From an optimization exercise on the open Yosys and OpenROAD flow, aimed at small area, a short achievable clock period and few clock cycles per item; shortcuts taken in it are not production practice.
At most, simulation tests tie the RTL to the original design; equivalence was not proved.

==> inputs of exp/sierra <==
## fm_3d_ru_outline_setup
module fm_3d_ru_outline_setup (
    clk_core,
    rst_x,
    i_aa_en,
    i_valid,
    o_ack,
    i_vtx0_x,
    i_vtx0_y,
    i_vtx1_x,
    i_vtx1_y,
    i_vtx2_x,
    i_vtx2_y,
    o_valid,
    o_is_first,
    o_is_second,
    o_aa_mode,
    o_idle,
    o_start_x_e0,
    o_start_x_05_e0,
    o_start_y_e0,
    o_end_y_e0,
    o_delta_e0,
    o_delta_t_e0,
    o_delta_a_e0,
    o_start_x_e1,
    o_start_x_05_e1,
    o_start_y_e1,
    o_end_y_e1,
    o_delta_e1,
    o_delta_t_e1,
    o_delta_a_e1,
    o_start_x_e2,
    o_start_x_05_e2,
    o_start_y_e2,
    o_end_y_e2,
    o_delta_e2,
    o_delta_t_e2,
    o_delta_a_e2,
    i_ack
);
==> module fm_3d_fsub3, before the edit <==
module fm_3d_fsub3 (
  clk_core,
  i_en,
  i_a,
  i_b,
  o_n,
  o_one,
  o_two,
  o_c
);
    input         clk_core;
    input         i_en;
    input  [20:0] i_a;
    input  [20:0] i_b;
    output [21:0] o_n;       
    output        o_one;     
    output        o_two;     
    output [21:0] o_c;       
    wire [4:0]   w_a_exp  = i_a[20:16];
    wire [15:0]  w_a_fraction = i_a[15:0];
    wire [4:0]   w_b_exp  = i_b[20:16];
    wire [15:0]  w_b_fraction = i_b[15:0];
    wire        w_mag_exp = (w_a_exp <= w_b_exp);
    wire [4:0]  w_exp_l = (w_mag_exp) ? w_b_exp : w_a_exp;
    wire [4:0]  w_amb = w_a_exp - w_b_exp;
    wire [4:0]  w_bma = w_b_exp - w_a_exp;
    wire [4:0]  w_ex0 = (w_mag_exp) ? w_bma : w_amb;
    reg         r_mag_exp;
    reg         r_eq;
    reg  [4:0]  r_exp1;
    reg  [4:0]  r_ex0;
    reg  [15:0] r_f0;
    reg  [15:0] r_f1;
    reg         r_sign2;
    reg  [4:0]  r_exp2;
    reg  [16:0] r_mats;
    reg  [21:0] r_c;
    always @(posedge clk_core) begin
        if (i_en) begin
            r_mag_exp <= w_mag_exp;
            r_eq <= (w_ex0 == 5'b0);
            r_exp1 <= w_exp_l;
            r_ex0 <= w_ex0;
            r_f0 <= w_mag_exp ? w_b_fraction : w_a_fraction;
            r_f1 <= w_mag_exp ? w_a_fraction : w_b_fraction;
        end
    end
    wire [15:0] w_f1t = r_f1 >> r_ex0;
    wire [16:0] w_t1 = {1'b0, r_f0} - {1'b0, w_f1t};
    wire [16:0] w_t2 = {1'b0, r_f1} - {1'b0, r_f0};
    wire        w_neg = r_eq & w_t1[16];
    always @(posedge clk_core) begin
        if (i_en) begin
            r_sign2 <= r_eq ? !w_t1[16] : r_mag_exp;
            r_exp2 <= r_exp1;
            r_mats <= w_neg ? w_t2 : w_t1;
        end
    end
    fm_3d_norm norm (
        .i_s(r_sign2),
        .i_e(r_exp2),
        .i_f(r_mats),
        .o_b(o_n)
    );
    always @(posedge clk_core) begin
        if (i_en) r_c <= o_n;
    end
    wire        w_carry = r_mats[16];
    wire [3:0]  w_pe = f_prenc(r_mats[15:0]);
    wire [15:0] w_m1 = r_mats[15:0] - 16'h1;
    wire        w_pow2 = ((r_mats[15:0] & w_m1) == 16'h0);
    assign o_one = (r_mats == 17'h0) | (!w_carry & (r_exp2 <= {1'b0, w_pe}));
    assign o_two = w_carry ? ((r_mats[15:1] == 15'h0) & (r_exp2 == 5'd14)) :
                             ((r_mats[15:0] != 16'h0) & w_pow2 &
                              (r_exp2 == {1'b0, w_pe} + 5'd15));
function [3:0] f_prenc;
  input [15:0] mat;
  integer i;
  begin
    f_prenc = 4'hf;
    for (i = 1; i < 16; i = i + 1)
      if (mat[i]) f_prenc = 4'd15 - i[3:0];
  end
endfunction
    assign o_c = r_c;
endmodule
==> module fm_3d_frcp, before the edit <==
module fm_3d_frcp (
  clk_core,
  i_en,
  i_a,
  o_c,
  o_zero
);
    input         clk_core;
    input         i_en;
    input  [21:0] i_a;
    output [21:0] o_c;
    output        o_zero;
    reg    [21:0] r_c;
    reg           r_zo;
    reg           r_a_sign;
    reg    [4:0]  r_ce_tmp;
    reg           r_zero_flag;
    reg    [15:0] r_base;
    reg    [7:0]  r_corr;
    wire   [4:0]  w_a_exp = i_a[20:16];
    wire   [15:0] w_a_fraction = i_a[15:0];
    wire   [31:0] w_rom_out;
    wire   [15:0] w_rom_base = w_rom_out[31:16];    
    wire   [8:0]  w_rom_diff = w_rom_out[8:0];      
    wire   [16:0] w_rom_correct = w_rom_diff * w_a_fraction[7:0];
    always @(posedge clk_core) begin
        if (i_en) begin
            r_a_sign <= i_a[21];
            r_ce_tmp <= 5'h1e - w_a_exp;
            r_zero_flag <= (w_a_exp == 5'h0);
            r_base <= w_rom_base;
            r_corr <= w_rom_correct[16:9];
        end
    end
    wire   [15:0] w_cf_tmp = r_base - {8'h0, r_corr};
    wire          w_sh = !w_cf_tmp[15];
    wire   [5:0]  w_ce = {1'b0, r_ce_tmp} - {5'h0, w_sh};
    wire          w_cz = w_ce[5] | (w_ce[4:0] == 5'h0);
    wire   [15:0] w_cf = w_sh ? {w_cf_tmp[14:0], 1'b0} : w_cf_tmp;
    wire   [21:0] w_c = w_cz ? 22'h0 : {r_a_sign, w_ce[4:0], w_cf};
    always @(posedge clk_core) begin
        if (i_en) begin
            r_c <= (r_zero_flag) ? 22'h0 : w_c;
            r_zo <= r_zero_flag;
        end
    end
    fm_3d_frcp_rom frcp_rom (
        .i_a(w_a_fraction[14:8]),
        .o_c(w_rom_out)
    );
    assign o_c = r_c;
    assign o_zero = r_zo;
endmodule
export LEC_CHECK = 0
export ABC_AREA = 1
export CAP_MARGIN = 20
export CORE_MARGIN = 2
export CORE_UTILIZATION = 55
export PLACE_DENSITY = 0.65
export SETUP_SLACK_MARGIN = 5
export SLEW_MARGIN = 20
create_clock -name core_clock -period 10.0 [get_ports {clk_core}]
standard.sh (not shown) runs the stock make flow with config.mk's settings and CLKGATE_MAP_FILE= SYNTH_SCRIPT=/design/flow/synth_recipe.tcl, a recipe that flattens the netlist after the stock synthesis.
==> flow/flow/run.sh <==
#!/bin/bash
# The standard layout (standard.sh: the standard flow's own synthesis and ORFS steps),
# with plain buf_1 cells as the port buffers instead of the delay buffers
# buffer_ports picks by default. Every port still gets its own buffer.
set -euo pipefail
export BUFFER_PORTS_ARGS="-buffer_cell sky130_fd_sc_hd__buf_1"
bash standard.sh > standard.log 2>&1
==> inputs of exp/raven, as changes to exp/sierra <==
--- a/flow/design.v
+++ b/flow/design.v
@@ -144,13 +144,14 @@
     wire [15:0]  w_a_fraction = i_a[15:0];
     wire [4:0]   w_b_exp  = i_b[20:16];
     wire [15:0]  w_b_fraction = i_b[15:0];
+    wire        w_mag_frac = (w_a_fraction <= w_b_fraction);
     wire        w_mag_exp = (w_a_exp <= w_b_exp);
     wire [4:0]  w_exp_l = (w_mag_exp) ? w_b_exp : w_a_exp;
     wire [4:0]  w_amb = w_a_exp - w_b_exp;
     wire [4:0]  w_bma = w_b_exp - w_a_exp;
     wire [4:0]  w_ex0 = (w_mag_exp) ? w_bma : w_amb;
-    reg         r_mag_exp;
-    reg         r_eq;
+    wire        w_mag = (w_ex0 == 5'b0) ? w_mag_frac : w_mag_exp;
+    reg         r_sign1;
     reg  [4:0]  r_exp1;
     reg  [4:0]  r_ex0;
     reg  [15:0] r_f0;
@@ -161,23 +162,19 @@
     reg  [21:0] r_c;
     always @(posedge clk_core) begin
         if (i_en) begin
-            r_mag_exp <= w_mag_exp;
-            r_eq <= (w_ex0 == 5'b0);
+            r_sign1 <= w_mag;
             r_exp1 <= w_exp_l;
             r_ex0 <= w_ex0;
-            r_f0 <= w_mag_exp ? w_b_fraction : w_a_fraction;
-            r_f1 <= w_mag_exp ? w_a_fraction : w_b_fraction;
+            r_f0 <= w_mag ? w_b_fraction : w_a_fraction;
+            r_f1 <= w_mag ? w_a_fraction : w_b_fraction;
         end
     end
     wire [15:0] w_f1t = r_f1 >> r_ex0;
-    wire [16:0] w_t1 = {1'b0, r_f0} - {1'b0, w_f1t};
-    wire [16:0] w_t2 = {1'b0, r_f1} - {1'b0, r_f0};
-    wire        w_neg = r_eq & w_t1[16];
     always @(posedge clk_core) begin
         if (i_en) begin
-            r_sign2 <= r_eq ? !w_t1[16] : r_mag_exp;
+            r_sign2 <= r_sign1;
             r_exp2 <= r_exp1;
-            r_mats <= w_neg ? w_t2 : w_t1;
+            r_mats <= {1'b0, r_f0} - {1'b0, w_f1t};
         end
     end
     fm_3d_norm norm (
@@ -349,7 +346,18 @@
     wire   [31:0] w_rom_out;
     wire   [15:0] w_rom_base = w_rom_out[31:16];    
     wire   [8:0]  w_rom_diff = w_rom_out[8:0];      
-    wire   [16:0] w_rom_correct = w_rom_diff * w_a_fraction[7:0];
+    wire   [7:0]  w_fl = w_a_fraction[7:0];
+    wire   [9:0]  w_fl1 = {2'b0, w_fl};
+    wire   [9:0]  w_fl2 = {1'b0, w_fl, 1'b0};
+    wire   [9:0]  w_fl3 = w_fl1 + w_fl2;
+    wire   [9:0]  w_m0 = f_sel(w_rom_diff[1:0], w_fl1, w_fl2, w_fl3);
+    wire   [9:0]  w_m1 = f_sel(w_rom_diff[3:2], w_fl1, w_fl2, w_fl3);
+    wire   [9:0]  w_m2 = f_sel(w_rom_diff[5:4], w_fl1, w_fl2, w_fl3);
+    wire   [9:0]  w_m3 = f_sel(w_rom_diff[7:6], w_fl1, w_fl2, w_fl3);
+    wire   [9:0]  w_m4 = w_rom_diff[8] ? w_fl1 : 10'h0;
+    wire   [16:0] w_rom_correct = {7'h0, w_m0} + {5'h0, w_m1, 2'h0} +
+                                  {3'h0, w_m2, 4'h0} + {1'h0, w_m3, 6'h0} +
+                                  {w_m4[8:0], 8'h0};
     always @(posedge clk_core) begin
         if (i_en) begin
             r_a_sign <= i_a[21];
@@ -377,6 +385,20 @@
     );
     assign o_c = r_c;
     assign o_zero = r_zo;
+function [9:0] f_sel;
+  input [1:0] d;
+  input [9:0] x1;
+  input [9:0] x2;
+  input [9:0] x3;
+  begin
+    case (d)
+      2'd0: f_sel = 10'h0;
+      2'd1: f_sel = x1;
+      2'd2: f_sel = x2;
+      default: f_sel = x3;
+    endcase
+  end
+endfunction
 endmodule
 module fm_3d_ru_outline_setup (
     clk_core,
- CORE_UTILIZATION: 55 -> 40
- PLACE_DENSITY: 0.65 -> 0.6
==> notes.md <==
metric                                                  exp/sierra   exp/raven
Instance count after placement with tap cells included       8,292       8,599
Routing usage on met2                                       47.78%      37.65%
Hold Slack                                               0.4013 ns   0.4048 ns
Horizontal die dimension                                  339.9 um    392.7 um
Status                                    timing/DRC/antenna clean  timing/DRC/antenna clean
Layout buffer count excluding clock buffers                    766         833
Inverter count of the layout excluding clock inverters         956         880
Ratio of routed vias to standard cells                       5.445       5.169
Initial core utilization                                    55.32%      40.31%
Share of the clock period used by the worst path            55.28%      59.43%
Overall routing resource usage                              28.53%      22.36%
WL met2                                                  81,520 um   86,030 um
Sequential cells                                               997         995
Cell Rows                                                      123         142
No run of this note included a check of the RTL's function; only the layout flow was run.

* * *

==> 07-01: inputs <==
Another version of the RTL of fm_3d_ru_outline_setup (not shown whole).
clock: 10.0 ns
lec_check: 0
abc_area: 1
cap_margin: 20
core_margin: 2
core_utilization: 40
place_density: 0.6
setup_slack_margin: 5
slew_margin: 20
run.sh (not shown) runs the stock make flow with config.mk's settings and CLKGATE_MAP_FILE= SYNTH_SCRIPT=/design/flow/synth_recipe.tcl, a recipe that flattens the netlist after the stock synthesis.
Stock flow here: none of the scripts above is used.
==> 08-11 (differences from 07-01) <==
--- a/flow/design.v
+++ b/flow/design.v
@@ -123,23 +123,27 @@
     );
 endmodule
 module fm_3d_fsub3 (
   clk_core,
   i_en,
   i_a,
   i_b,
   o_n,
+  o_one,
+  o_two,
   o_c
 );
     input         clk_core;
     input         i_en;
     input  [20:0] i_a;
     input  [20:0] i_b;
     output [21:0] o_n;       
+    output        o_one;     
+    output        o_two;     
     output [21:0] o_c;       
     wire [4:0]   w_a_exp  = i_a[20:16];
     wire [15:0]  w_a_fraction = i_a[15:0];
     wire [4:0]   w_b_exp  = i_b[20:16];
     wire [15:0]  w_b_fraction = i_b[15:0];
     wire        w_mag_frac = (w_a_fraction <= w_b_fraction);
     wire        w_mag_exp = (w_a_exp <= w_b_exp);
     wire [4:0]  w_exp_l = (w_mag_exp) ? w_b_exp : w_a_exp;
@@ -177,16 +181,33 @@
         .i_s(r_sign2),
         .i_e(r_exp2),
         .i_f(r_mats),
         .o_b(o_n)
     );
     always @(posedge clk_core) begin
         if (i_en) r_c <= o_n;
     end
+    wire        w_carry = r_mats[16];
+    wire [3:0]  w_pe = f_prenc(r_mats[15:0]);
+    wire [15:0] w_m1 = r_mats[15:0] - 16'h1;
+    wire        w_pow2 = ((r_mats[15:0] & w_m1) == 16'h0);
+    assign o_one = (r_mats == 17'h0) | (!w_carry & (r_exp2 <= {1'b0, w_pe}));
+    assign o_two = w_carry ? ((r_mats[15:1] == 15'h0) & (r_exp2 == 5'd14)) :
+                             ((r_mats[15:0] != 16'h0) & w_pow2 &
+                              (r_exp2 == {1'b0, w_pe} + 5'd15));
+function [3:0] f_prenc;
+  input [15:0] mat;
+  integer i;
+  begin
+    f_prenc = 4'hf;
+    for (i = 1; i < 16; i = i + 1)
+      if (mat[i]) f_prenc = 4'd15 - i[3:0];
+  end
+endfunction
     assign o_c = r_c;
 endmodule
 module fm_3d_fsub1_c (
   i_a,
   o_c
 );
     input  [20:0] i_a;
     output [20:0] o_c;
@@ -320,17 +341,55 @@
     reg           r_zero_flag;
     reg    [15:0] r_base;
     reg    [7:0]  r_corr;
     wire   [4:0]  w_a_exp = i_a[20:16];
     wire   [15:0] w_a_fraction = i_a[15:0];
     wire   [31:0] w_rom_out;
     wire   [15:0] w_rom_base = w_rom_out[31:16];    
     wire   [8:0]  w_rom_diff = w_rom_out[8:0];      
-    wire   [16:0] w_rom_correct = w_rom_diff * w_a_fraction[7:0];
+    wire   [7:0]  w_fl = w_a_fraction[7:0];
+    wire [10:0] w_by = {2'b00, w_fl, 1'b0};
+    wire [2:0]  w_bd0 = w_by[2:0];
+    wire [2:0]  w_bd1 = w_by[4:2];
+    wire [2:0]  w_bd2 = w_by[6:4];
+    wire [2:0]  w_bd3 = w_by[8:6];
+    wire [2:0]  w_bd4 = w_by[10:8];
+    wire        w_bn0 = w_bd0[2] & ~(w_bd0[1] & w_bd0[0]);
+    wire        w_bo0 = w_bd0[1] ^ w_bd0[0];
+    wire        w_bt0 = (w_bd0 == 3'b100) | (w_bd0 == 3'b011);
+    wire [10:0] w_bx0 = (({11{w_bo0}} & {2'b00, w_rom_diff}) |
+                          ({11{w_bt0}} & {1'b0, w_rom_diff, 1'b0})) ^ {11{w_bn0}};
+    wire [16:0] w_br0 = {5'b0, ~w_bn0, w_bx0} << 0;
+    wire        w_bn1 = w_bd1[2] & ~(w_bd1[1] & w_bd1[0]);
+    wire        w_bo1 = w_bd1[1] ^ w_bd1[0];
+    wire        w_bt1 = (w_bd1 == 3'b100) | (w_bd1 == 3'b011);
+    wire [10:0] w_bx1 = (({11{w_bo1}} & {2'b00, w_rom_diff}) |
+                          ({11{w_bt1}} & {1'b0, w_rom_diff, 1'b0})) ^ {11{w_bn1}};
+    wire [16:0] w_br1 = {5'b0, ~w_bn1, w_bx1} << 2;
+    wire        w_bn2 = w_bd2[2] & ~(w_bd2[1] & w_bd2[0]);
+    wire        w_bo2 = w_bd2[1] ^ w_bd2[0];
+    wire        w_bt2 = (w_bd2 == 3'b100) | (w_bd2 == 3'b011);
+    wire [10:0] w_bx2 = (({11{w_bo2}} & {2'b00, w_rom_diff}) |
+                          ({11{w_bt2}} & {1'b0, w_rom_diff, 1'b0})) ^ {11{w_bn2}};
+    wire [16:0] w_br2 = {5'b0, ~w_bn2, w_bx2} << 4;
+    wire        w_bn3 = w_bd3[2] & ~(w_bd3[1] & w_bd3[0]);
+    wire        w_bo3 = w_bd3[1] ^ w_bd3[0];
+    wire        w_bt3 = (w_bd3 == 3'b100) | (w_bd3 == 3'b011);
+    wire [10:0] w_bx3 = (({11{w_bo3}} & {2'b00, w_rom_diff}) |
+                          ({11{w_bt3}} & {1'b0, w_rom_diff, 1'b0})) ^ {11{w_bn3}};
+    wire [16:0] w_br3 = {5'b0, ~w_bn3, w_bx3} << 6;
+    wire        w_bn4 = w_bd4[2] & ~(w_bd4[1] & w_bd4[0]);
+    wire        w_bo4 = w_bd4[1] ^ w_bd4[0];
+    wire        w_bt4 = (w_bd4 == 3'b100) | (w_bd4 == 3'b011);
+    wire [10:0] w_bx4 = (({11{w_bo4}} & {2'b00, w_rom_diff}) |
+                          ({11{w_bt4}} & {1'b0, w_rom_diff, 1'b0})) ^ {11{w_bn4}};
+    wire [16:0] w_br4 = {5'b0, ~w_bn4, w_bx4} << 8;
+    wire [16:0] w_bnr = ({16'b0, w_bn0} << 0) | ({16'b0, w_bn1} << 2) | ({16'b0, w_bn2} << 4) | ({16'b0, w_bn3} << 6) | ({16'b0, w_bn4} << 8);
+    wire [16:0] w_rom_correct = w_br0 + w_br1 + w_br2 + w_br3 + w_br4 + w_bnr + 17'h15800;
     always @(posedge clk_core) begin
         if (i_en) begin
             r_a_sign <= i_a[21];
             r_ce_tmp <= 5'h1e - w_a_exp;
             r_zero_flag <= (w_a_exp == 5'h0);
             r_base <= w_rom_base;
             r_corr <= w_rom_correct[16:9];
         end
@@ -438,16 +497,17 @@
     reg           r_stall;
     reg           r_fv;         
     reg           r_v1, r_rec1, r_aa1, r_oaa1;
     reg           r_rec2, r_aa2, r_oaa2;
     reg    [1:0]  r_pend;       
     reg           r_aa_mode;
     reg    [2:0]  r_cnt;        
     reg           r_idle;
+    reg           r_nph1_dy, r_nph2_dy, r_nph0_dx, r_nph2_dx, r_nph2_cu;
     wire          w_adv = !r_stall;
     wire          w_ph0 = r_ph[0];
     wire          w_ph1 = r_ph[1];
     wire          w_ph2 = r_ph[2];
     reg    [20:0] r1_v0x, r1_v1x, r1_v2x, r1_v0y, r1_v1y, r1_v2y;
     reg           r1_isf, r1_iss;
     reg    [20:0] r2_v1x, r2_v2x, r2_v0y, r2_v1y, r2_v2y;
     reg           r2_isf, r2_iss;
@@ -455,69 +515,76 @@
     reg           r_zb, r_zc, r_zd;
     reg    [21:0] r_dla, r_dlb;
     reg    [20:0] o_sx2, o_sy2, o_sx1, o_sy1;
     reg    [20:0] o_ey0, o_ey1, o_x052, o_x051;
     reg    [21:0] o_dl0, o_dl1, o_dl2;
     reg    [21:0] o_rc0, o_rc1, o_rc2;
     reg           o_z0, o_z1, o_z2;
     reg           o_isf, o_iss;
-    wire   [20:0] w_dy_a = w_ph1 ? i_vtx1_y : i_vtx0_y;
-    wire   [20:0] w_dy_b = w_ph2 ? i_vtx1_y : i_vtx2_y;
+    wire   [20:0] w_dy_a = !r_nph1_dy ? i_vtx1_y : i_vtx0_y;
+    wire   [20:0] w_dy_b = !r_nph2_dy ? i_vtx1_y : i_vtx2_y;
     wire   [21:0] w_dy;
     wire   [21:0] w_dy_n;
+    wire          w_dy_one, w_dy_two;
     fm_3d_fsub3 u_dy (
         .clk_core(clk_core),
         .i_en(w_adv),
         .i_a(w_dy_a),
         .i_b(w_dy_b),
         .o_n(w_dy_n),
+        .o_one(w_dy_one),
+        .o_two(w_dy_two),
         .o_c(w_dy)
     );
     wire          w_isf = (i_vtx2_y != i_vtx1_y);
     wire          w_iss = (i_vtx1_y != i_vtx0_y);
-    wire          w_one_line = (w_dy_n[20:0] == 21'h0);
-    wire          w_two_line = (w_dy_n[20:0] == W_10[20:0]);
+    wire          w_one_line = w_dy_one;
+    wire          w_two_line = w_dy_two;
     wire          w_cancel = w_one_line | (w_two_line & w_isf & !i_aa_en);
     wire          w_only_aa = w_two_line & w_isf & i_aa_en;
-    assign o_ack = w_ph2 & r_fv & w_adv;
+    reg           r_ack;        
+    reg           r_ov;         
+    assign o_ack = r_ack;
     wire          w_accept = o_ack & i_valid;
     wire   [21:0] w_rc;
     wire          w_rz;
     fm_3d_frcp u_rcp (
         .clk_core(clk_core),
         .i_en(w_adv),
         .i_a(w_dy),
         .o_c(w_rc),
         .o_zero(w_rz)
     );
-    wire   [20:0] w_dx_a = w_ph2 ? i_vtx0_x : w_ph0 ? r1_v1x : r1_v0x;
-    wire   [20:0] w_dx_b = w_ph2 ? i_vtx2_x : w_ph0 ? r1_v2x : r1_v1x;
+    wire   [20:0] w_dx_a = !r_nph2_dx ? i_vtx0_x : !r_nph0_dx ? r1_v1x : r1_v0x;
+    wire   [20:0] w_dx_b = !r_nph2_dx ? i_vtx2_x : !r_nph0_dx ? r1_v2x : r1_v1x;
     wire   [21:0] w_dx;
     wire   [21:0] w_dx_n;
     fm_3d_fsub3 u_dx (
         .clk_core(clk_core),
         .i_en(w_adv),
         .i_a(w_dx_a),
         .i_b(w_dx_b),
         .o_n(w_dx_n),
+        .o_one(),
+        .o_two(),
         .o_c(w_dx)
     );
     wire   [21:0] w_dl;
     fm_3d_fmul u_mul (
         .clk_core(clk_core),
         .i_en(w_adv),
         .i_a(w_dx),
         .i_b(w_rc),
         .o_c(w_dl)
     );
     wire   [20:0] w_ey, w_x05;
     reg    [20:0] r_ey0, r_x052;
-    fm_3d_fsub1_c  u_ey  (.i_a(w_ph2 ? r2_v1y : r2_v0y), .o_c(w_ey));
-    fm_3d_fadd05_c u_x05 (.i_a(w_ph2 ? r2_v1x : r2_v2x), .o_c(w_x05));
+    fm_3d_fsub1_c  u_ey  (.i_a(!r_nph2_cu ? r2_v1y : r2_v0y), .o_c(w_ey));
+    fm_3d_fadd05_c u_x05 (.i_a(!r_nph2_cu ? r2_v1x : r2_v2x), .o_c(w_x05));
     wire          w_f1 = w_adv & w_ph2;     
     wire          w_wr = w_f1 & r_rec2;     
     always @(posedge clk_core) begin
         if (w_f1) begin
             r1_v0x <= i_vtx0_x;
             r1_v1x <= i_vtx1_x;
             r1_v2x <= i_vtx2_x;
             r1_v0y <= i_vtx0_y;
@@ -570,55 +637,70 @@
         end
     end
     wire   [2:0]  w_ph_n = w_adv ? {r_ph[1:0], r_ph[2]} : r_ph;
     wire          w_rec2_n = w_f1 ? r_rec1 : r_rec2;
     wire          w_take = o_valid & i_ack;
     wire   [1:0]  w_pend_n = w_wr ? (r_oaa2 ? 2'd1 : r_aa2 ? 2'd2 : 2'd1) :
                              w_take ? r_pend - 2'd1 : r_pend;
     wire          w_stall_n = w_ph_n[2] & w_rec2_n & (w_pend_n != 2'd0);
+    wire          w_fv_n = (w_adv & w_ph0) ? i_valid : r_fv;
     wire          w_last = w_take & (r_pend == 2'd1);
     wire   [2:0]  w_cnt_n = r_cnt + {2'b0, (w_accept & !w_cancel)} - {2'b0, w_last};
     always @(posedge clk_core or negedge rst_x) begin
         if (~rst_x) begin
             r_ph <= 3'b001;
+            r_nph1_dy <= 1'b1;
+            r_nph2_dy <= 1'b1;
+            r_nph0_dx <= 1'b0;
+            r_nph2_dx <= 1'b1;
+            r_nph2_cu <= 1'b1;
             r_stall <= 1'b0;
+            r_ack <= 1'b0;
+            r_ov <= 1'b0;
             r_fv <= 1'b0;
             r_v1 <= 1'b0;
             r_rec1 <= 1'b0;
             r_aa1 <= 1'b0;
             r_oaa1 <= 1'b0;
             r_rec2 <= 1'b0;
             r_aa2 <= 1'b0;
             r_oaa2 <= 1'b0;
             r_pend <= 2'd0;
             r_aa_mode <= 1'b0;
             r_cnt <= 3'd0;
             r_idle <= 1'b1;
         end else begin
             r_ph <= w_ph_n;
+            r_nph1_dy <= !w_ph_n[1];
+            r_nph2_dy <= !w_ph_n[2];
+            r_nph0_dx <= !w_ph_n[0];
+            r_nph2_dx <= w_ph_n[0] | w_ph_n[1];
+            r_nph2_cu <= w_ph_n[0] ^ w_ph_n[1];
             r_stall <= w_stall_n;
-            if (w_adv & w_ph0) r_fv <= i_valid;
+            r_ack <= w_ph_n[2] & w_fv_n & !w_stall_n;
+            r_ov <= (w_pend_n != 2'd0);
+            r_fv <= w_fv_n;
             if (w_f1) begin
                 r_v1 <= r_fv;
                 r_rec1 <= r_fv & !w_cancel;
                 r_aa1 <= i_aa_en;
                 r_oaa1 <= w_only_aa;
                 r_rec2 <= r_rec1;
                 r_aa2 <= r_aa1;
                 r_oaa2 <= r_oaa1;
             end
             r_pend <= w_pend_n;
             if (w_wr) r_aa_mode <= r_oaa2;
             else if (w_take) r_aa_mode <= 1'b1;
             r_cnt <= w_cnt_n;
             r_idle <= !((i_valid & !w_accept) | (w_cnt_n != 3'd0));
         end
     end
-    assign o_valid = (r_pend != 2'd0);
+    assign o_valid = r_ov;
     assign o_aa_mode = r_aa_mode;
     assign o_idle = r_idle;
     assign o_is_first = o_isf;
     assign o_is_second = o_iss;
     assign o_start_x_e0 = o_sx2;
     assign o_start_x_05_e0 = o_x052;
     assign o_start_y_e0 = o_sy2;
     assign o_end_y_e0 = o_ey0;
==> flow/flow/run.sh (new file) <==
#!/bin/bash
# The standard layout (standard.sh: the standard flow's own synthesis and ORFS steps),
# with plain buf_1 cells as the port buffers instead of the delay buffers
# buffer_ports picks by default. Every port still gets its own buffer.
set -euo pipefail
export BUFFER_PORTS_ARGS="-buffer_cell sky130_fd_sc_hd__buf_1"
bash standard.sh > standard.log 2>&1
==> flow/standard.sh (new file) <==
#!/bin/bash
# synth_recipe.tcl (not shown) runs the flow's synth.tcl, then flattens the netlist and writes it again
# the make line also repeats each setting of config.mk as NAME=value (left out here)
make -C /OpenROAD-flow-scripts/flow DESIGN_CONFIG=/design/flow/config.mk WORK_HOME=/design/flow/orfs CLKGATE_MAP_FILE= SYNTH_SCRIPT=/design/flow/synth_recipe.tcl "${@:-finish}"
--- a/flow/config.mk
+++ b/flow/config.mk
@@ -4,11 +4,12 @@
 export VERILOG_FILES = /design/flow/design.v
 export SDC_FILE = /design/flow/constraint.sdc
 export NUM_CORES = 4
 export LEC_CHECK = 0
 export ABC_AREA = 1
 export CAP_MARGIN = 20
 export CORE_MARGIN = 2
 export CORE_UTILIZATION = 40
+export CTS_BUF_LIST = sky130_fd_sc_hd__clkbuf_4 sky130_fd_sc_hd__clkbuf_8
 export PLACE_DENSITY = 0.6
 export SETUP_SLACK_MARGIN = 5
 export SLEW_MARGIN = 20
removed: flow/run.sh
==> 04-06 (differences from 07-01) <==
--- a/flow/design.v
+++ b/flow/design.v
@@ -123,23 +123,27 @@
     );
 endmodule
 module fm_3d_fsub3 (
   clk_core,
   i_en,
   i_a,
   i_b,
   o_n,
+  o_one,
+  o_two,
   o_c
 );
     input         clk_core;
     input         i_en;
     input  [20:0] i_a;
     input  [20:0] i_b;
     output [21:0] o_n;       
+    output        o_one;     
+    output        o_two;     
     output [21:0] o_c;       
     wire [4:0]   w_a_exp  = i_a[20:16];
     wire [15:0]  w_a_fraction = i_a[15:0];
     wire [4:0]   w_b_exp  = i_b[20:16];
     wire [15:0]  w_b_fraction = i_b[15:0];
     wire        w_mag_frac = (w_a_fraction <= w_b_fraction);
     wire        w_mag_exp = (w_a_exp <= w_b_exp);
     wire [4:0]  w_exp_l = (w_mag_exp) ? w_b_exp : w_a_exp;
@@ -177,16 +181,33 @@
         .i_s(r_sign2),
         .i_e(r_exp2),
         .i_f(r_mats),
         .o_b(o_n)
     );
     always @(posedge clk_core) begin
         if (i_en) r_c <= o_n;
     end
+    wire        w_carry = r_mats[16];
+    wire [3:0]  w_pe = f_prenc(r_mats[15:0]);
+    wire [15:0] w_m1 = r_mats[15:0] - 16'h1;
+    wire        w_pow2 = ((r_mats[15:0] & w_m1) == 16'h0);
+    assign o_one = (r_mats == 17'h0) | (!w_carry & (r_exp2 <= {1'b0, w_pe}));
+    assign o_two = w_carry ? ((r_mats[15:1] == 15'h0) & (r_exp2 == 5'd14)) :
+                             ((r_mats[15:0] != 16'h0) & w_pow2 &
+                              (r_exp2 == {1'b0, w_pe} + 5'd15));
+function [3:0] f_prenc;
+  input [15:0] mat;
+  integer i;
+  begin
+    f_prenc = 4'hf;
+    for (i = 1; i < 16; i = i + 1)
+      if (mat[i]) f_prenc = 4'd15 - i[3:0];
+  end
+endfunction
     assign o_c = r_c;
 endmodule
 module fm_3d_fsub1_c (
   i_a,
   o_c
 );
     input  [20:0] i_a;
     output [20:0] o_c;
@@ -438,16 +459,17 @@
     reg           r_stall;
     reg           r_fv;         
     reg           r_v1, r_rec1, r_aa1, r_oaa1;
     reg           r_rec2, r_aa2, r_oaa2;
     reg    [1:0]  r_pend;       
     reg           r_aa_mode;
     reg    [2:0]  r_cnt;        
     reg           r_idle;
+    reg           r_nph1_dy, r_nph2_dy, r_nph0_dx, r_nph2_dx, r_nph2_cu;
     wire          w_adv = !r_stall;
     wire          w_ph0 = r_ph[0];
     wire          w_ph1 = r_ph[1];
     wire          w_ph2 = r_ph[2];
     reg    [20:0] r1_v0x, r1_v1x, r1_v2x, r1_v0y, r1_v1y, r1_v2y;
     reg           r1_isf, r1_iss;
     reg    [20:0] r2_v1x, r2_v2x, r2_v0y, r2_v1y, r2_v2y;
     reg           r2_isf, r2_iss;
@@ -455,69 +477,76 @@
     reg           r_zb, r_zc, r_zd;
     reg    [21:0] r_dla, r_dlb;
     reg    [20:0] o_sx2, o_sy2, o_sx1, o_sy1;
     reg    [20:0] o_ey0, o_ey1, o_x052, o_x051;
     reg    [21:0] o_dl0, o_dl1, o_dl2;
     reg    [21:0] o_rc0, o_rc1, o_rc2;
     reg           o_z0, o_z1, o_z2;
     reg           o_isf, o_iss;
-    wire   [20:0] w_dy_a = w_ph1 ? i_vtx1_y : i_vtx0_y;
-    wire   [20:0] w_dy_b = w_ph2 ? i_vtx1_y : i_vtx2_y;
+    wire   [20:0] w_dy_a = !r_nph1_dy ? i_vtx1_y : i_vtx0_y;
+    wire   [20:0] w_dy_b = !r_nph2_dy ? i_vtx1_y : i_vtx2_y;
     wire   [21:0] w_dy;
     wire   [21:0] w_dy_n;
+    wire          w_dy_one, w_dy_two;
     fm_3d_fsub3 u_dy (
         .clk_core(clk_core),
         .i_en(w_adv),
         .i_a(w_dy_a),
         .i_b(w_dy_b),
         .o_n(w_dy_n),
+        .o_one(w_dy_one),
+        .o_two(w_dy_two),
         .o_c(w_dy)
     );
     wire          w_isf = (i_vtx2_y != i_vtx1_y);
     wire          w_iss = (i_vtx1_y != i_vtx0_y);
-    wire          w_one_line = (w_dy_n[20:0] == 21'h0);
-    wire          w_two_line = (w_dy_n[20:0] == W_10[20:0]);
+    wire          w_one_line = w_dy_one;
+    wire          w_two_line = w_dy_two;
     wire          w_cancel = w_one_line | (w_two_line & w_isf & !i_aa_en);
     wire          w_only_aa = w_two_line & w_isf & i_aa_en;
-    assign o_ack = w_ph2 & r_fv & w_adv;
+    reg           r_ack;        
+    reg           r_ov;         
+    assign o_ack = r_ack;
     wire          w_accept = o_ack & i_valid;
     wire   [21:0] w_rc;
     wire          w_rz;
     fm_3d_frcp u_rcp (
         .clk_core(clk_core),
         .i_en(w_adv),
         .i_a(w_dy),
         .o_c(w_rc),
         .o_zero(w_rz)
     );
-    wire   [20:0] w_dx_a = w_ph2 ? i_vtx0_x : w_ph0 ? r1_v1x : r1_v0x;
-    wire   [20:0] w_dx_b = w_ph2 ? i_vtx2_x : w_ph0 ? r1_v2x : r1_v1x;
+    wire   [20:0] w_dx_a = !r_nph2_dx ? i_vtx0_x : !r_nph0_dx ? r1_v1x : r1_v0x;
+    wire   [20:0] w_dx_b = !r_nph2_dx ? i_vtx2_x : !r_nph0_dx ? r1_v2x : r1_v1x;
     wire   [21:0] w_dx;
     wire   [21:0] w_dx_n;
     fm_3d_fsub3 u_dx (
         .clk_core(clk_core),
         .i_en(w_adv),
         .i_a(w_dx_a),
         .i_b(w_dx_b),
         .o_n(w_dx_n),
+        .o_one(),
+        .o_two(),
         .o_c(w_dx)
     );
     wire   [21:0] w_dl;
     fm_3d_fmul u_mul (
         .clk_core(clk_core),
         .i_en(w_adv),
         .i_a(w_dx),
         .i_b(w_rc),
         .o_c(w_dl)
     );
     wire   [20:0] w_ey, w_x05;
     reg    [20:0] r_ey0, r_x052;
-    fm_3d_fsub1_c  u_ey  (.i_a(w_ph2 ? r2_v1y : r2_v0y), .o_c(w_ey));
-    fm_3d_fadd05_c u_x05 (.i_a(w_ph2 ? r2_v1x : r2_v2x), .o_c(w_x05));
+    fm_3d_fsub1_c  u_ey  (.i_a(!r_nph2_cu ? r2_v1y : r2_v0y), .o_c(w_ey));
+    fm_3d_fadd05_c u_x05 (.i_a(!r_nph2_cu ? r2_v1x : r2_v2x), .o_c(w_x05));
     wire          w_f1 = w_adv & w_ph2;     
     wire          w_wr = w_f1 & r_rec2;     
     always @(posedge clk_core) begin
         if (w_f1) begin
             r1_v0x <= i_vtx0_x;
             r1_v1x <= i_vtx1_x;
             r1_v2x <= i_vtx2_x;
             r1_v0y <= i_vtx0_y;
@@ -570,55 +599,70 @@
         end
     end
     wire   [2:0]  w_ph_n = w_adv ? {r_ph[1:0], r_ph[2]} : r_ph;
     wire          w_rec2_n = w_f1 ? r_rec1 : r_rec2;
     wire          w_take = o_valid & i_ack;
     wire   [1:0]  w_pend_n = w_wr ? (r_oaa2 ? 2'd1 : r_aa2 ? 2'd2 : 2'd1) :
                              w_take ? r_pend - 2'd1 : r_pend;
     wire          w_stall_n = w_ph_n[2] & w_rec2_n & (w_pend_n != 2'd0);
+    wire          w_fv_n = (w_adv & w_ph0) ? i_valid : r_fv;
     wire          w_last = w_take & (r_pend == 2'd1);
     wire   [2:0]  w_cnt_n = r_cnt + {2'b0, (w_accept & !w_cancel)} - {2'b0, w_last};
     always @(posedge clk_core or negedge rst_x) begin
         if (~rst_x) begin
             r_ph <= 3'b001;
+            r_nph1_dy <= 1'b1;
+            r_nph2_dy <= 1'b1;
+            r_nph0_dx <= 1'b0;
+            r_nph2_dx <= 1'b1;
+            r_nph2_cu <= 1'b1;
             r_stall <= 1'b0;
+            r_ack <= 1'b0;
+            r_ov <= 1'b0;
             r_fv <= 1'b0;
             r_v1 <= 1'b0;
             r_rec1 <= 1'b0;
             r_aa1 <= 1'b0;
             r_oaa1 <= 1'b0;
             r_rec2 <= 1'b0;
             r_aa2 <= 1'b0;
             r_oaa2 <= 1'b0;
             r_pend <= 2'd0;
             r_aa_mode <= 1'b0;
             r_cnt <= 3'd0;
             r_idle <= 1'b1;
         end else begin
             r_ph <= w_ph_n;
+            r_nph1_dy <= !w_ph_n[1];
+            r_nph2_dy <= !w_ph_n[2];
+            r_nph0_dx <= !w_ph_n[0];
+            r_nph2_dx <= w_ph_n[0] | w_ph_n[1];
+            r_nph2_cu <= w_ph_n[0] ^ w_ph_n[1];
             r_stall <= w_stall_n;
-            if (w_adv & w_ph0) r_fv <= i_valid;
+            r_ack <= w_ph_n[2] & w_fv_n & !w_stall_n;
+            r_ov <= (w_pend_n != 2'd0);
+            r_fv <= w_fv_n;
             if (w_f1) begin
                 r_v1 <= r_fv;
                 r_rec1 <= r_fv & !w_cancel;
                 r_aa1 <= i_aa_en;
                 r_oaa1 <= w_only_aa;
                 r_rec2 <= r_rec1;
                 r_aa2 <= r_aa1;
                 r_oaa2 <= r_oaa1;
             end
             r_pend <= w_pend_n;
             if (w_wr) r_aa_mode <= r_oaa2;
             else if (w_take) r_aa_mode <= 1'b1;
             r_cnt <= w_cnt_n;
             r_idle <= !((i_valid & !w_accept) | (w_cnt_n != 3'd0));
         end
     end
-    assign o_valid = (r_pend != 2'd0);
+    assign o_valid = r_ov;
     assign o_aa_mode = r_aa_mode;
     assign o_idle = r_idle;
     assign o_is_first = o_isf;
     assign o_is_second = o_iss;
     assign o_start_x_e0 = o_sx2;
     assign o_start_x_05_e0 = o_x052;
     assign o_start_y_e0 = o_sy2;
     assign o_end_y_e0 = o_ey0;
==> flow/flow/run.sh (new file) <==
#!/bin/bash
# The standard layout (standard.sh: the standard flow's own synthesis and ORFS steps),
# with plain buf_1 cells as the port buffers instead of the delay buffers
# buffer_ports picks by default. Every port still gets its own buffer.
set -euo pipefail
export BUFFER_PORTS_ARGS="-buffer_cell sky130_fd_sc_hd__buf_1"
bash standard.sh > standard.log 2>&1
==> flow/standard.sh (new file) <==
#!/bin/bash
# synth_recipe.tcl (not shown) runs the flow's synth.tcl, then flattens the netlist and writes it again
# the make line also repeats each setting of config.mk as NAME=value (left out here)
make -C /OpenROAD-flow-scripts/flow DESIGN_CONFIG=/design/flow/config.mk WORK_HOME=/design/flow/orfs CLKGATE_MAP_FILE= SYNTH_SCRIPT=/design/flow/synth_recipe.tcl "${@:-finish}"
--- a/flow/config.mk
+++ b/flow/config.mk
@@ -4,11 +4,13 @@
 export VERILOG_FILES = /design/flow/design.v
 export SDC_FILE = /design/flow/constraint.sdc
 export NUM_CORES = 4
 export LEC_CHECK = 0
 export ABC_AREA = 1
 export CAP_MARGIN = 20
 export CORE_MARGIN = 2
 export CORE_UTILIZATION = 40
+export CTS_BUF_LIST = sky130_fd_sc_hd__clkbuf_4 sky130_fd_sc_hd__clkbuf_8
 export PLACE_DENSITY = 0.6
 export SETUP_SLACK_MARGIN = 5
 export SLEW_MARGIN = 20
+export TNS_END_PERCENT = 10
removed: flow/run.sh
==> notes.md <==
First-iteration DRC count, lowest first: 08-11, 07-01, 04-06.
Between 04-06 and 07-01, the lower routed wire length is in 07-01 (gap about 0.44%, measured against 07-01).
Hold slack: 08-11 > 07-01 > 04-06.
Of 04-06 and 07-01, 07-01 has the higher register-to-register slack (gap 0.02 ns).
The lowest die area belongs to 07-01, the highest to 04-06.
==> figures <==
|  | 07-01 | 04-06 | 08-11 |
|---|---|---|---|
| Buf+Inv Stages, Crit Path | 6 | 7 | 44 |
| Initial antenna violation count | 8 | 7 | 7 |
| Global-route track usage on met1 | 28.36% | 28.12% | 27.94% |
| Tightest slew margin relative to the limit | 22.54% | 23.39% | 26.36% |
| Cell row count | 141 | 143 | 143 |
| Vertical die dimension | 389.3 um | 394.6 um | 394.5 um |
| Capturing point of the worst reg2reg path | u_rcp.r_corr[6] | u_rcp.r_corr[6] | u_rcp.r_base[5] |
| Met3 routed wirelength | 8946 um | 10380 um | 9329 um |
| Status | timing/DRC/antenna clean | timing/DRC/antenna clean | timing/DRC/antenna clean |
| Final RePlAce weighted congestion | 0.9189 | 0.9185 | 0.9266 |
| Fraction of area in multi-input gates | 36.38% | 38.49% | 38.58% |
| Worst hold slack | 0.3962 ns | 0.3918 ns | 0.3987 ns |
| Number of clock buffers in the layout | 128 | 213 | 216 |
| Non-CTS inverters | 833 | 917 | 902 |
| Post-synthesis instance area | 59370 um2 | 61020 um2 | 60990 um2 |
Testbench counts of 04-06, summed over its fixed seeds: cycles 14,475, triangles 4,800.
For 07-01 and 08-11, only the layout was checked, not whether the RTL still works.

what the ideal ports hide:
The results above use ideal ports. As a check the final layouts listed here were re-extracted and re-timed, cells and wires unchanged.
Step 1 (the two cells are an assumption about what drives the block):
set clk [get_ports {clk_core}]
set_driving_cell -lib_cell sky130_fd_sc_hd__clkbuf_16 $clk
set_driving_cell -lib_cell sky130_fd_sc_hd__buf_2 [delete_from_list [all_inputs] $clk]
Step 2 adds t to the input delays and takes it off the output delays; t is the mean of the earliest and latest rising clock arrival at the registers after step 1. Input paths then give back, and output paths get back, about the clock's delay inside the block.
Three values: ideal ports, drivers, drivers and shift; two values: the first two.
run	shift t [ns]	slack for setup (ns)	hold slack, ns	clock arrival spread, ns	worst register clock-pin slew, ns
exp/sierra	0.778	4.472 / 4.472 / 4.472	0.401 / 0.401 / 0.401	0.067 / 0.067	0.07 / 0.07
exp/raven	0.800	4.057 / 4.057 / 4.057	0.405 / 0.405 / 0.405	0.120 / 0.120	0.07 / 0.07
07-01	0.806	4.427 / 4.427 / 4.307	0.396 / 0.396 / 0.396	0.101 / 0.101	0.07 / 0.07
08-11	0.992	3.000 / 3.000 / 3.000	0.399 / 0.399 / 0.399	0.077 / 0.076	0.08 / 0.08
04-06	0.962	4.403 / 4.403 / 4.196	0.392 / 0.392 / 0.392	0.081 / 0.081	0.08 / 0.08
After both steps every run listed still meets setup and hold. The setup slack of 04-06, which loses most, moves by 0.000 ns with the drivers and by -0.207 ns with both steps.
